Background: an optimization exercise with open tools, aiming at small area. Do not read the settings as production practice.
The RTL was checked by simulation tests, not by an equivalence proof against the original design.
No run shown here takes its clock network from TritonCTS; it comes from the design's own scripts or RTL.
The clock input has no modelled driver; a real chip could not lean on it and would need a root buffer or a full tree.
Power and IR drop assume default switching activity.

[design/flow/flow/area.abc]
strash
&get -n
&fraig -x
&put
scorr
dc2
strash
balance -l; resub -K 6 -l; rewrite -l; resub -K 6 -N 2 -l; refactor -l; resub -K 8 -l; balance -l; resub -K 8 -N 2 -l; rewrite -l; resub -K 10 -l; rewrite -z -l; resub -K 10 -N 2 -l; balance -l; resub -K 12 -l; refactor -z -l; resub -K 12 -N 2 -l; rewrite -z -l; balance -l
&get -n
&deepsyn -T 30
&put
&get -n
&dch -f
&nf -R 1000
&put
mfs3 -ae
strash
&get -n
&dch -f
&nf -R 1000
&put
mfs3 -ae
[design/flow/standard.sh]
#!/bin/bash
# synth_recipe.tcl (not shown) runs the flow's synth.tcl, then flattens the netlist and writes it again
# the make line also repeats each setting of config.mk as NAME=value (left out here)
make -C /OpenROAD-flow-scripts/flow DESIGN_CONFIG=/design/flow/config.mk WORK_HOME=/design/flow/orfs CLKGATE_MAP_FILE= SYNTH_SCRIPT=/design/flow/synth_recipe.tcl "${@:-finish}"
[design/flow/flow/pre_resize.tcl]
# Before repair_design: keep its slew/capacitance buffers small.
set_dont_use {sky130_fd_sc_hd__buf_6 sky130_fd_sc_hd__buf_8 sky130_fd_sc_hd__buf_12 sky130_fd_sc_hd__buf_16 sky130_fd_sc_hd__bufbuf_8 sky130_fd_sc_hd__bufbuf_16}
[design/flow/design.v]
module spi_master
(
input               clk             ,
input               rst_n           ,
output              SPI4wire_SCK    ,
output              SPI4wire_CS_N   ,
output              SPI4wire_MOSI   ,
input               SPI4wire_MISO   ,
input   [15:0]      par_freq_div    ,
input   [7:0]       par_adr_sclknum ,
input   [7:0]       par_dat_sclknum ,
input               par_cpha        ,
input               par_cpol        ,
input               tx_tvalid       ,
input   [31:0]      tx_tdata        ,
output              tx_tready       ,
output              rx_tvalid       ,
output  [31:0]      rx_tdata
);
localparam I1 = 3'b000, I0 = 3'b001, IR = 3'b010, FN = 3'b011,
           L1 = 3'b100, LD = 3'b101, RN = 3'b111;
reg [2:0]  state;
reg        sck;
reg [14:0] half_cnt;    
reg        half;        
reg [5:0]  bit_cnt;     
reg [31:0] shreg;
reg        mosi;
reg        flag;
wire       tready   = (state == I1);
wire       rvalid   = (state == IR);
wire       cs_n     = ~(state[2] & state[0]);
wire       accept   = tx_tvalid & tready;
wire       idle     = ~state[2] & ~(state[1] & state[0]);
wire       active   = state[2];    
wire [5:0] sclk_num = (idle ? par_adr_sclknum[5:0] : bit_cnt) + (par_dat_sclknum[5:0] | {6{~idle}});
wire       term     = (half_cnt[14:1] == 14'd0) & (half_cnt[0] ^ (half & par_freq_div[0]));
wire       ev_mid   = active & term & ~half;
wire       ev_end   = active & term & half;
wire       last_end = bit_cnt[5] & ~bit_cnt[0];           
wire       in_bits  = state[2] & state[1] & (half ? ~last_end : ~bit_cnt[5]);
wire       sample   = in_bits & (par_cpha ? ev_end : ev_mid);
wire       tx_step  = ~bit_cnt[5] & (par_cpha ? ev_mid : ev_end);
assign SPI4wire_SCK  = sck;
assign SPI4wire_CS_N = cs_n;
assign SPI4wire_MOSI = mosi;
assign tx_tready     = tready;
assign rx_tvalid     = rvalid;
assign rx_tdata      = shreg;
always @(posedge clk or negedge rst_n)
begin
    if (!rst_n) begin
        state  <= I0;
        sck    <= 1'b0;
    end else begin
        case (state)
        I0, IR: state <= I1;
        I1: if (tx_tvalid) state <= L1;
        L1: state <= LD;
        LD: if (ev_end) state <= RN;
        RN: if (ev_end & last_end) state <= FN;
        FN: state <= flag ? IR : I0;
        default: state <= I0;
        endcase
        if (idle)
            sck <= par_cpol;
        else if (term & in_bits)
            sck <= ~sck;
    end
end
always @(posedge clk)
begin
    if (~active | term)
        half_cnt <= par_freq_div[15:1];
    else
        half_cnt <= half_cnt - 1'b1;
    half <= active & (half ^ term);
    if (idle | ev_mid)
        bit_cnt <= sclk_num;
end
wire [3:0]  t2 = {1'b0, sclk_num[1] & sclk_num[0], sclk_num[1], sclk_num[1] | sclk_num[0]};
wire [7:0]  t3 = {t2 & {4{sclk_num[2]}}, t2 | {4{sclk_num[2]}}};
wire [15:0] t4 = {t3 & {8{sclk_num[3]}}, t3 | {8{sclk_num[3]}}};
wire        hi = sclk_num[5] | sclk_num[4];
wire [31:0] keep = {(t4 & {16{sclk_num[4]}}) | {16{sclk_num[5]}}, t4 | {16{hi}}};
wire sh_hold = ~accept & ~sample;
integer i;
always @(posedge clk)
begin
    for (i = 0; i < 32; i = i + 1)
        shreg[i] <= (tx_tdata[i] & keep[31 - i] & accept)
                  | ((i == 0 ? SPI4wire_MISO : shreg[i - 1]) & sample)
                  | (shreg[i] & sh_hold);
    if (accept)
        flag <= tx_tdata[31];
    if ((state[2] & ~state[1]) | tx_step)
        mosi <= shreg[31];
end
endmodule
[design/flow/flow/downsize.tcl]
# Greedy downsizing: swap each combinational cell (largest first) to the
# smallest cell of its family (a bufbuf may become a buf) that leaves no
# max slew, max capacitance or max
# fanout violation and keeps the worst setup slack at least $min_slack ns.
proc downsize_cells { min_slack } {
  set db [ord::get_db]
  set block [ord::get_db_block]
  set libs [$db getLibs]
  # family -> masters sorted by area
  set fam [dict create]
  foreach lib $libs {
    foreach m [$lib getMasters] {
      set n [$m getName]
      if {![regexp {^(sky130_fd_sc_hd__[a-z0-9]+)_([0-9]+)$} $n -> base drive]} continue
      set a [expr {[$m getWidth] * [$m getHeight]}]
      dict lappend fam $base [list $a $n]
      # buffers of both kinds are interchangeable
      if {$base == "sky130_fd_sc_hd__buf" && $n != "sky130_fd_sc_hd__buf_16"} { dict lappend fam sky130_fd_sc_hd__bufbuf [list $a $n] }
    }
  }
  set cands {}
  foreach inst [$block getInsts] {
    set m [$inst getMaster]
    set n [$m getName]
    if {[$inst isFixed]} continue
    if {![regexp {^(sky130_fd_sc_hd__[a-z0-9]+)_([0-9]+)$} $n -> base drive]} continue
    if {[string match *df* $base] || [string match *clk* $base] || [string match *tap* $base] || [string match *fill* $base] || [string match *decap* $base] || [string match *conb* $base]} continue
    lappend cands [list [expr {[$m getWidth] * [$m getHeight]}] $inst $base]
  }
  set cands [lsort -real -decreasing -index 0 $cands]
  set saved 0
  foreach c $cands {
    lassign $c area inst base
    set cur [[$inst getMaster] getName]
    foreach opt [lsort -real -index 0 [dict get $fam $base]] {
      lassign $opt oarea oname
      if {$oarea >= $area} break
      set m [$db findMaster $oname]
      if {$m == "NULL"} continue
      $inst swapMaster $m
      if {[sta::max_slew_violation_count] == 0 && [sta::max_capacitance_violation_count] == 0 && [sta::max_fanout_violation_count] == 0 && [sta::worst_slack_cmd max] >= $min_slack * 1e-9} {
        set saved [expr {$saved + $area - $oarea}]
        set cur $oname
        break
      }
      $inst swapMaster [$db findMaster $cur]
    }
  }
  puts "downsize_cells: saved [expr {$saved / 1e6}] um2"
}
[design/flow/flow/rebuild_clock.tcl]
# After CTS: replace the clock tree by $k buffers driven by the clock port
# directly, one per cluster of flip-flops (balanced k-means on their
# locations). Each
# buffer is $master at the centroid of its cluster, upsized to $bigger if its
# flip-flops see a clock slew above $limit_ns.
proc rebuild_clock_tree { k master bigger limit_ns } {
  set block [ord::get_db_block]
  set db [ord::get_db]
  set clk [$block findNet clk]
  # walk the tree from the clock port
  set sinks {}; set bufs {}; set nets {}
  set todo [list $clk]
  while {[llength $todo]} {
    set net [lindex $todo 0]; set todo [lrange $todo 1 end]
    foreach it [$net getITerms] {
      if {[$it isOutputSignal]} continue
      set inst [$it getInst]
      set m [[$inst getMaster] getName]
      if {[string match sky130_fd_sc_hd__clkbuf_* $m]} {
        lappend bufs $inst
        set o [[$inst findITerm X] getNet]
        lappend nets $o; lappend todo $o
      } elseif {[[$it getMTerm] getName] == "CLK"} {
        lappend sinks $it
      } else {
        puts "rebuild_clock_tree: clock drives [$inst getName]/[[$it getMTerm] getName], skipped"; return
      }
    }
  }
  set n [llength $sinks]
  if {$n < $k} { puts "rebuild_clock_tree: $n sinks, skipped"; return }
  set xs {}; set ys {}
  foreach it $sinks {
    set bb [[$it getInst] getBBox]
    lappend xs [expr {([$bb xMin] + [$bb xMax]) / 2.0}]
    lappend ys [expr {([$bb yMin] + [$bb yMax]) / 2.0}]
  }
  # k-means, seeded with sinks spread along the sorted x+y order
  set order [lsort -real -indices [lmap x $xs y $ys {expr {$x + $y}}]]
  set cx {}; set cy {}
  for {set c 0} {$c < $k} {incr c} {
    set i [lindex $order [expr {int(($c + 0.5) * $n / $k)}]]
    lappend cx [lindex $xs $i]; lappend cy [lindex $ys $i]
  }
  # k-means with balanced clusters: each pass assigns sinks greedily by
  # distance, at most ceil(n/k) sinks per cluster, then recenters
  set cap [expr {($n + $k - 1) / $k}]
  for {set iter 0} {$iter < 30} {incr iter} {
    set pairs {}
    for {set i 0} {$i < $n} {incr i} {
      for {set c 0} {$c < $k} {incr c} {
        lappend pairs [list [expr {abs([lindex $xs $i] - [lindex $cx $c]) + abs([lindex $ys $i] - [lindex $cy $c])}] $i $c]
      }
    }
    set asg [lrepeat $n -1]
    for {set c 0} {$c < $k} {incr c} { set sn($c) 0 }
    foreach p [lsort -real -index 0 $pairs] {
      lassign $p d i c
      if {[lindex $asg $i] >= 0 || $sn($c) >= $cap} continue
      lset asg $i $c
      incr sn($c)
    }
    for {set c 0} {$c < $k} {incr c} { set sx($c) 0.0; set sy($c) 0.0 }
    for {set i 0} {$i < $n} {incr i} {
      set c [lindex $asg $i]
      set sx($c) [expr {$sx($c) + [lindex $xs $i]}]; set sy($c) [expr {$sy($c) + [lindex $ys $i]}]
    }
    for {set c 0} {$c < $k} {incr c} {
      if {$sn($c) > 0} { lset cx $c [expr {$sx($c) / $sn($c)}]; lset cy $c [expr {$sy($c) / $sn($c)}] }
    }
  }
  # remove the old tree
  foreach it $sinks { $it disconnect }
  foreach b $bufs {
    foreach it [$b getITerms] { if {[$it getNet] != "NULL"} { $it disconnect } }
    odb::dbInst_destroy $b
  }
  foreach net $nets { odb::dbNet_destroy $net }
  # new buffers
  set newbufs {}
  for {set c 0} {$c < $k} {incr c} {
    if {$sn($c) == 0} continue
    set inst [odb::dbInst_create $block [$db findMaster $master] clkbuf_leaf_$c]
    set net [odb::dbNet_create $block clknet_leaf_$c]
    $net setSigType CLOCK
    [$inst findITerm A] connect $clk
    [$inst findITerm X] connect $net
    $inst setLocation [expr {int([lindex $cx $c])}] [expr {int([lindex $cy $c])}]
    $inst setPlacementStatus PLACED
    lappend newbufs $inst
    set bufnet($c) $net
  }
  for {set i 0} {$i < $n} {incr i} { [lindex $sinks $i] connect $bufnet([lindex $asg $i]) }
  for {set c 0} {$c < $k} {incr c} { puts "rebuild_clock_tree: cluster $c has $sn($c) flip-flops" }
  detailed_placement
  estimate_parasitics -placement
  set up 0
  foreach inst $newbufs {
    set net [[$inst findITerm X] getNet]
    set worst 0.0
    foreach pin [get_pins -of_objects [get_nets [$net getName]]] {
      if {[get_property $pin direction] != "input"} continue
      set s [get_property $pin slew_max]
      if {$s > $worst} { set worst $s }
    }
    puts "rebuild_clock_tree: [$inst getName] worst clock-pin slew $worst"
    if {$worst > $limit_ns} { $inst swapMaster [$db findMaster $bigger]; incr up }
  }
  if {$up > 0} {
    detailed_placement
    estimate_parasitics -placement
  }
  puts "rebuild_clock_tree: [llength $newbufs] buffers, $up upsized"
}
[design/flow/config.mk]
export PLATFORM = sky130hd
export DESIGN_NAME = spi_master
export DESIGN_NICKNAME = spi_master
export VERILOG_FILES = /design/flow/design.v
export SDC_FILE = /design/flow/constraint.sdc
export NUM_CORES = 4
export LEC_CHECK = 0
export CAP_MARGIN = 20
export CORE_MARGIN = 2
export CORE_UTILIZATION = 65
export GPL_TIMING_DRIVEN = 0
export SLEW_MARGIN = 20
[design/flow/flow/post_cts.tcl]
# After CTS: rebuild the clock tree as four clkbuf_8 buffers driven by the
# clock port, one per cluster of flip-flops; a buffer whose flip-flops see a
# clock slew above 0.115 ns becomes clkbuf_16.
source [file dirname [info script]]/rebuild_clock.tcl
rebuild_clock_tree 4 sky130_fd_sc_hd__clkbuf_8 sky130_fd_sc_hd__clkbuf_16 0.115
[design/flow/constraint.sdc]
create_clock -name core_clock -period 6.0 [get_ports {clk}]
set_input_delay 1.2000 -clock core_clock [delete_from_list [all_inputs] [get_ports {clk}]]
set_output_delay 1.2000 -clock core_clock [all_outputs]
set_load 0.01 [all_outputs]
[design/flow/flow/run.sh]
#!/bin/bash
# Standard ORFS layout (standard.sh) with these changes:
#  - synthesis maps logic with an area-oriented ABC script (flow/area.abc) and
#    leaves adders to ABC (ADDER_MAP_FILE empty); everything else in the
#    synthesis script is the standard flow's own synth_recipe.tcl
#  - port buffers use buf_1
#  - CTS, then the clock tree is rebuilt as four buffers driven by the clock
#    port, one per cluster of flip-flops (flow/post_cts.tcl)
#  - repair_design may not use buffers above buf_4 (flow/pre_resize.tcl), and
#    afterwards cells are downsized where no limit or timing needs them
#    (flow/post_resize.tcl)
set -euo pipefail
W=$PWD
{ head -1 synth_recipe.tcl
  echo "proc abc {args} { set i [lsearch \$args -script]; lset args [expr {\$i+1}] $W/flow/area.abc; yosys abc {*}\$args }"
  tail -n +2 synth_recipe.tcl; } > area_synth.tcl
export BUFFER_PORTS_ARGS="-buffer_cell sky130_fd_sc_hd__buf_1"
export CTS_ARGS="-sink_clustering_enable -repair_clock_nets -dont_use_dummy_load -buf_list {sky130_fd_sc_hd__clkbuf_4}"
export POST_CTS_TCL=$W/flow/post_cts.tcl
export PRE_RESIZE_TCL=$W/flow/pre_resize.tcl
export POST_RESIZE_TCL=$W/flow/post_resize.tcl
bash standard.sh SYNTH_SCRIPT=$W/area_synth.tcl ADDER_MAP_FILE= finish > standard_flow.log 2>&1
[design/flow/flow/post_resize.tcl]
# After repair_design: give back drive strength that the design does not need.
source [file dirname [info script]]/downsize.tcl
downsize_cells 0.5
==> run notes, run 1 <==
- The capturing element of the worst setup path is shreg[21]$_DFF_P_.
- The worst flop-to-flop path endpoint is shreg[21]$_DFF_P_.
- By area, the combinational part of the netlist is dominated by compound AO/OA/AOI/OAI gates.
- The sequential-to-total area share from yosys stat is 48.6%.
- Traced cell by cell, the critical path runs through clkinv_1 > nand2_1 > clkinv_1 > and3_1 > a21oi_1 > a21oi_1 > o32ai_1 > a21oi_1 > o21ai_0 > xor2_1 > o21ai_0 > nand2_1 > nand2_1 > a31oi_1 > a221o_1.
- The initial antenna violation count is 0.
- The maximum single-stage delay on the critical path is 0.84 ns.
- For this design the ratio of total power to cell area is 230 nW/um^2.
- Yosys attributes the largest share of cell area to sky130_fd_sc_hd__dfxtp_1, sky130_fd_sc_hd__nand2_1, sky130_fd_sc_hd__edfxtp_1, sky130_fd_sc_hd__a22oi_1, sky130_fd_sc_hd__o21ai_0.
- The routed length per instance is 14.5 um.
- After filler insertion, the fill cell instance count of the layout stands at 297.
- Once placement finished, the instance area stood at 3140 um^2.
- The number of cells on the worst reg-to-reg path is 15.
- A synthesized cell averages 8.54 um^2.
- The final setup skew is 0.0159 ns.
- Once the floorplan was initialized, standard cells occupied 67.5% of the core.
- The worst setup path startpoint is state[2]$_DFFE_PN0P_.
- The final weighted congestion in routability-driven placement is 0.796.
- Sorting the synthesized cells by how often they occur yields sky130_fd_sc_hd__nand2_1, sky130_fd_sc_hd__dfxtp_1, sky130_fd_sc_hd__o21ai_0.
- The final-layout setup total negative slack is 0 ns.
- The core footprint is 3970 um^2.
- In the global route stage, met2 resource usage came out at 48.1%.
- The synthesized netlist occupies a cell area of 2680 um^2.
- The die outline area is 4650 um^2.
- Summing the areas of all fa, ha and maj instances in the mapped netlist gives 0% of the synthesized area.
- The async set or reset register ratio after synthesis is 6.67%.
- In this run the critical register-to-register path is launched from state[2]$_DFFE_PN0P_.
- Static timing analysis puts the maximum clock frequency at 0.214 GHz.
- The die is 68.2 um wide.
- The height of the die is 68.2 um.
- For the finished layout, the period the worst path requires is 4.67 ns.
- The final design instance area without fill is 3210 um^2.
- Setup repair after global routing left no endpoint under its margin.
- The number of global-route vias before repair is 2372.
- For this run the aggregate overflow at the end of global routing stands at 0.
- The highest ir drop seen on vdd is 0.000248 V.
- The maximum number of pins on one net before global-route repair is 34.
- The portion of the clock cycle consumed by the worst path in the final layout is 77.8%.
- The max-slew violation total from the final report came to 0.
- The arrival time at the worst endpoint is 4.72 ns.
- The predominant post-synthesis flop cell is sky130_fd_sc_hd__dfxtp_1.
- The flow ran to the end and the layout has no timing, DRC or antenna violations.
- Setup violations remaining at the end of the flow were counted as 0.
- The share of the core filled with cells is 80.8%.
- Wires add up to 6.82 mm.
- The number of sinks on the clock net is 60.
- Summing the areas of all and, or, nand and nor instances in the mapped netlist gives 20.6% of the synthesized area.
- The register clock-pin slew on the reported worst setup and hold paths is 0.11 ns.
- The total via count after detailed routing is 2779.
- The critical path start-end classification is register to register.
- In this run the worst path has a maximum fanout of 13.
- The class of the most critical hold timing path is register to register.
- The synthesized netlist devotes 6.86% of its cell area to XOR and XNOR gates.
- In this run the core area contains 23 standard-cell rows.
- The total of flip-flops plus latches after synthesis is 60.
- The initial detailed-routing violation count is 182.
- In this run the biggest area consumer among cell types represents 35.8% of the synthesized area.
- For met3 alone, demand over resource in global routing was 7.40%.
- The total routing resource utilization after global routing is 29.7%.
- The sort of element at the end of the critical path is a register.
- The master of the slowest instance on the critical path is sky130_fd_sc_hd__o21ai_0.
- The final HPWL from detailed placement is 4.99 mm.
- The clock network latency to the later pin of the worst-skew pair is 0.16 ns.
- The first global-routing pass estimated 10.4 mm of wire.
- The number of design rule violations left after detail routing is 0.
- Across all hold checks on the routed design, the worst slack comes to 0.430 ns.
- The worst path required time is 6.05 ns.
- The analysis attributes to cell leakage a power of 1.19 nW.
- The number of nets in the synthesized netlist is 384.
- The multiplexer fraction of the synthesized cell area is 0.373%.
- The number of distinct standard cells referenced by the synthesized netlist is 32.
- The instance count along the most critical hold path is 1.
- The area fraction in compound gates after synthesis is 22.9%.
- The count of flip-flops with a built-in enable after synthesis is 8.
- The number of instances in the synthesized netlist is 314.
- Max-cap violations in this run came to 0.
- The final layout net count is 494.
- During placement, the flow inserted port buffers numbering 102.
- The first detailed-routing pass ran for 4 iterations.
- The final-report hold violation count is 0.
- The worst pin sits at a relative slew slack of 32.2%.
- The biggest area contributor in the post-synthesis netlist is sky130_fd_sc_hd__dfxtp_1.
- Setup slack on the worst reg-to-reg path comes out at 1.33 ns.
- The kind of start point of the critical path is a register.
- The leading cell type by number of instances after synthesis is sky130_fd_sc_hd__nand2_1.
- The worst-margin pin slew is 1.01 ns.
- The global routing's busiest layer is met2.
- The share of layout cells above drive strength 1 is 1.90%.
- The warning count from the yosys run is 1.
- For this run, global-route usage on met1 was measured as 39.7%.
- The diode insertion count for antenna repair is 0.
- Once detail routing completed, the nets flagged for antenna violations numbered 0.
- In this run the count of I/O pins placed on the die edge is 107.
- The via density per instance is 5.89.
- The relative area change from synthesis to final layout is 19.6%.
==> critical path: cells and delay by family (launching register included) <==
kind	cells	cell delay [ns]
AO/OA/AOI/OAI	8	2.20
XOR/XNOR	1	0.19
buffers and inverters	2	0.51
AND/OR/NAND/NOR	4	1.16
flip-flops	1	0.49
==> final cells by class <==
type                            count  area (um^2)  area share, %
Buffer                              4         55.1           1.72
Inverter                            5         18.8          0.585
Multi-Input combinational cell    249         1380           42.9
Sequential cell                    60         1300           40.6
Tap cell                           50         62.6           1.95
Timing Repair Buffer              104          394           12.3
==> kinds of logic (layout without fill, tap and decap cells) <==
group | count (synthesis) | in the layout
simple gates | 129 | 129
flops | 60 | 60
compound gates | 98 | 98
mux | 1 | 1
buf+inv | 5 | 113
xor+xnor | 21 | 21
==> through the flow <==
step | cells | total power, mW | worst slack [ns]
finish | 472 | 0.737 | 1.33
global route | 472 | 0.764 | 0.827
detailed placement | 467 | 0.578 | 1.38
global placement | 466 | 0.571 | 0.684
floorplan | 314 | 0.542 | 1.95
==> metal layers <==
metal	vias to the layer above	wire, um
met5	-	0
met4	0	91
li1	1356	-
met2	134	3260
met3	13	591
met1	1276	2880
==> cell usage in the layout, fill, tap and decap left out, drive strengths merged, types with 7 or more instances in the layout <==
master,instances
xor2,12
nand2,76
buf,103
dfxtp,48
a21oi,13
xnor2,9
nand3,12
nor2,18
a22oi,28
nor3,7
edfxtp,8
o21ai,40
==> power breakdown <==
group	internal, mW	switching, mW	leakage [nW]
clock network	0.0617	0.103	0.0288
registers	0.446	0.0381	0.515
logic	0.0483	0.0407	0.647
==> worst min-delay path by stage <==
stage	start	end
floorplan	flag$_DFFE_PP_	state[0]$_DFFE_PN1P_
global placement	flag$_DFFE_PP_	state[0]$_DFFE_PN1P_
detailed placement	flag$_DFFE_PP_	state[0]$_DFFE_PN1P_
global route	flag$_DFFE_PP_	state[0]$_DFFE_PN1P_
finish	flag$_DFFE_PP_	state[0]$_DFFE_PN1P_
==> state kept, by name (all words and copies together), names as in the netlist <==
register  count
mosi          1
half_cnt     15
flag          1
state         3
half          1
shreg        32
bit_cnt       6
sck           1
==> run 2, diff against run 1 <==
--- a/design/flow/config.mk
+++ b/design/flow/config.mk
@@ -5,8 +5,8 @@
 export SDC_FILE = /design/flow/constraint.sdc
 export NUM_CORES = 4
 export LEC_CHECK = 0
-export CAP_MARGIN = 20
+export CAP_MARGIN = 5
 export CORE_MARGIN = 2
 export CORE_UTILIZATION = 65
 export GPL_TIMING_DRIVEN = 0
-export SLEW_MARGIN = 20
+export SLEW_MARGIN = 5
==> run notes, run 2 <==
- The total routing resource utilization after global routing is 30.2%.
- On the final layout, the worst hold slack is 0.450 ns.
- The worst-margin pin slew is 1.02 ns.
- The sort of element at the end of the critical path is a register.
- Per report_power, the clock group accounts for 22.2% of the total.
- The critical path start-end classification is register to register.
- In this run the cell area of the synthesized design comes to 2680 um^2.
- Across all layers, the routed design uses 2823 vias.
- Combinational cells account for 11.9% of the total power.
- The later pin in the worst-skew pair is clocked with a latency of 0.16 ns.
- The cell taking the most area after synthesis is sky130_fd_sc_hd__dfxtp_1.
- By instance count, the leading cell after synthesis is sky130_fd_sc_hd__nand2_1.
- The core footprint is 3970 um^2.
- The number of flip-flops in the largest register is 32.
- The diode insertion count for antenna repair is 0.
- The die extent in x is 68.2 um.
- Buffers placed on the I/O ports in this run total 102.
- The sequential cell fraction of total power is 65.9%.
- The die outline area is 4650 um^2.
- The worst slack after detailed placement is 1.33 ns.
- The library cells used most frequently in the layout, excluding fill and tap cells, are sky130_fd_sc_hd__buf_1, sky130_fd_sc_hd__nand2_1, sky130_fd_sc_hd__dfxtp_1.
- The count of nets left with antenna violations once routing finished came out at 0.
- The commonest non-fill, non-tap cell in the layout is sky130_fd_sc_hd__buf_1.
- The number of instances in the synthesized netlist is 314.
- From synthesis to final layout, the design area changed by 19.1%.
- The worst hold path begins at flag$_DFFE_PP_.
- The flow ran to the end and the layout has no timing, DRC or antenna violations.
- The post-route worst setup slack is 1.22 ns.
- At the worst endpoint, the arrival time is 4.83 ns.
- Using the TritonRoute via totals, the vias-per-cell ratio works out to 5.97.
- The post-layout minimum cycle time is 4.78 ns.
- The highest ir drop seen on vdd is 0.000264 V.
- In the final layout, the registers with the most flip-flops are shreg x32, half_cnt x15, bit_cnt x6.
- The async set or reset register ratio after synthesis is 6.67%.
- The detailed-router iteration count before antenna repair is 5.
- The net switching power is 0.180 mW.
- The worst register-to-register path has a setup slack of 1.22 ns.
- The worst hold endpoint is state[0]$_DFFE_PN1P_.
- In this run, synthesis produced a sequential element count of 60.
- The predominant post-synthesis flop cell is sky130_fd_sc_hd__dfxtp_1.
- The count of standard-cell rows is 23.
- The final HPWL from detailed placement is 5.16 mm.
- The maximum fanout count along the critical path is 13.
- Fill cells in the final layout number 295.
- The switching fraction of total power is 24.5%.
- For this run the aggregate overflow at the end of global routing stands at 0.
- The final-layout setup total negative slack is 0 ns.
- The number of distinct standard cells referenced by the synthesized netlist is 32.
- By count the netlist is led by sky130_fd_sc_hd__nand2_1, sky130_fd_sc_hd__dfxtp_1, sky130_fd_sc_hd__o21ai_0.
- Setup repair after global routing left no endpoint under its margin.
- Of the cells placed in the final design, the portion with a size suffix greater than 1 is 1.18%.
- The initial detailed-routing violation count is 284.
- The warning count from the yosys run is 1.
- The power density of the placed cells is 231 nW/um^2.
- In this run, synthesis inferred 8 flip-flops with an integrated enable.
- The number of setup violations in the final report is 0.
- The initial utilization of the core area, before any placement, comes to 67.5%.
- The count of pins on the block boundary is 107.
- By area the synthesized netlist is led by sky130_fd_sc_hd__dfxtp_1, sky130_fd_sc_hd__nand2_1, sky130_fd_sc_hd__edfxtp_1, sky130_fd_sc_hd__a22oi_1, sky130_fd_sc_hd__o21ai_0.
- The final-report hold violation count is 0.
- The number of nets in the synthesized netlist is 384.
- Entering global routing, the biggest net connects 31 pins.
- The height of the die is 68.2 um.
- The class of the most critical hold timing path is register to register.
- The first-pass GRT wire length is 10.6 mm.
- In the finished design, the share of the clock period the worst path needs comes to 79.6%.
- The worst max-slew margin expressed relative to the limit is 31.7%.
- The routed length per instance is 15.0 um.
- In the routed design, unresolved DRC markers number 0.
- The startpoint identified for the worst register-to-register timing path is state[2]$_DFFE_PN0P_.
- The worst flop-to-flop path endpoint is shreg[21]$_DFF_P_.
- STA puts the critical path data required time at 6.05 ns.
- The number of sinks on the clock net is 60.
- Max-cap violations in this run came to 0.
- Of the synthesized area, sequential elements account for 48.6%.
- The number of global-route vias before repair is 2372.
- Internal power comes to 0.556 mW.
- The routed design has 7.08 mm of wire.
- In this run the mean area of a mapped cell was 8.54 um^2.
- The maximum achievable frequency is 0.209 GHz.
- For the final database, setup skew stands at 0.0121 ns.
- The worst setup path is launched from a register.
- Along the worst hold path, the cell count comes to 1.
- The leakage power summed over all cells is 1.18 nW.
- The initial antenna violation count is 0.
- The most flop-heavy register is shreg.
- The final layout net count is 495.
- The portion of synthesized cell area occupied by the leading cell type is 35.8%.
- The max-slew violation total from the final report is 0.
- The number of cells on the worst reg-to-reg path is 15.
- The final weighted congestion in routability-driven placement is 0.796.
- Clock-pin slew was measured on the worst setup and hold paths at 0.10 ns.
run 2: cell count changes in the layout (fill, tap and decap cells not counted), sizes merged:
cell | previous run | this run
buf | 103 | 105
clkbuf | 5 | 4
run 2: metal layers:
layer  global-route usage (%)  routed length, um  part of all wire (%)
met5                        0                  0                     0
met4                     6.00                 78                   1.1
met3                     7.40                668                   9.4
met2                     50.8               3420                    48
met1                     39.6               2910                    41
run 2: final cells by class:
class | count | area, um^2 | share of cell area, %
buffer | 4 | 55.1 | 1.72
inverter | 5 | 18.8 | 0.588
multi-input combinational | 249 | 1360 | 42.6
sequential | 60 | 1300 | 40.8
tap | 50 | 62.6 | 1.96
timing repair buffer | 105 | 394 | 12.3
run 2: critical path, stage by stage, from the launching register on:
cell	delay, ns
sky130_fd_sc_hd__dfrtp_1	0.50
sky130_fd_sc_hd__clkinv_1	0.16
sky130_fd_sc_hd__nand2_1	0.35
sky130_fd_sc_hd__clkinv_1	0.37
sky130_fd_sc_hd__and3_1	0.29
sky130_fd_sc_hd__a21oi_1	0.26
sky130_fd_sc_hd__a21oi_1	0.16
sky130_fd_sc_hd__o32ai_1	0.23
sky130_fd_sc_hd__a21oi_1	0.16
sky130_fd_sc_hd__o21ai_0	0.26
sky130_fd_sc_hd__xor2_1	0.20
sky130_fd_sc_hd__o21ai_0	0.83
sky130_fd_sc_hd__nand2_1	0.39
sky130_fd_sc_hd__nand2_1	0.16
sky130_fd_sc_hd__a31oi_1	0.06
sky130_fd_sc_hd__a221o_1	0.29
run 2: kinds of logic (layout without fill, tap and decap cells):
logic type / after synthesis / count (layout) / share of synthesized area (%)
AOI/OAI and AO/OA: 98 / 98 / 22.9
xor gates and xnor gates: 21 / 21 / 6.86
buffers and inverters: 5 / 114 / 0.700
DFF: 60 / 60 / 48.6
muxes: 1 / 1 / 0.373
and+or+nand+nor: 129 / 129 / 20.6
run 2: power by group through the flow:
stage,logic [mW],registers (mW),clock network [mW]
floorplan,0.0589,0.483,0
global placement,0.0810,0.490,0
detailed placement,0.0869,0.492,0
global route,0.0977,0.490,0.176
finish,0.0874,0.485,0.164
run 2: how the worst max path moves through the flow:
stage                               startpoint              endpoint  slack, ns  cells after the start
final                     state[2]$_DFFE_PN0P_     shreg[21]$_DFF_P_       1.22                     15
after global routing      state[2]$_DFFE_PN0P_     shreg[21]$_DFF_P_       0.74                     15
after detailed placement  state[2]$_DFFE_PN0P_     shreg[21]$_DFF_P_       1.33                     15
after global placement         par_freq_div[0]      shreg[7]$_DFF_P_       0.68                      8
after floorplan                par_freq_div[0]  bit_cnt[0]$_DFFE_PP_       1.95                      5
run 2: per-stage QoR:
stage	instance area (um^2)	power, mW	instances	util (%)
finish	3190	0.736	473	80.4
global route	3190	0.764	473	80.4
detailed placement	3140	0.579	469	79.0
global placement	3130	0.571	466	78.7
floorplan	2680	0.542	314	-

[re-timing with driven ports]
How much do the figures lean on ideal ports? The routed layouts below were timed once more, with nothing changed but the port constraints.
Step 1, drivers: a clkbuf_16 drives clk and a buf_2 each remaining input, both assumed.
Step 2 times the ports against the registers' clock, not the clock port: input delays grow and output delays shrink by t, the midpoint of the rising clock arrivals with the driver on.
Three values: ideal ports, drivers, drivers and shift; two values: the first two.
| run | t (ns) | setup WS [ns] | slew at the worst register clock pin (ns) |
|---|---|---|---|
| run 1 | 0.209 | 1.329 / 1.329 / 1.329 | 0.11 / 0.11 |
| run 2 | 0.207 | 1.222 / 1.222 / 1.222 | 0.10 / 0.10 |
After both steps every run listed still meets setup and hold.
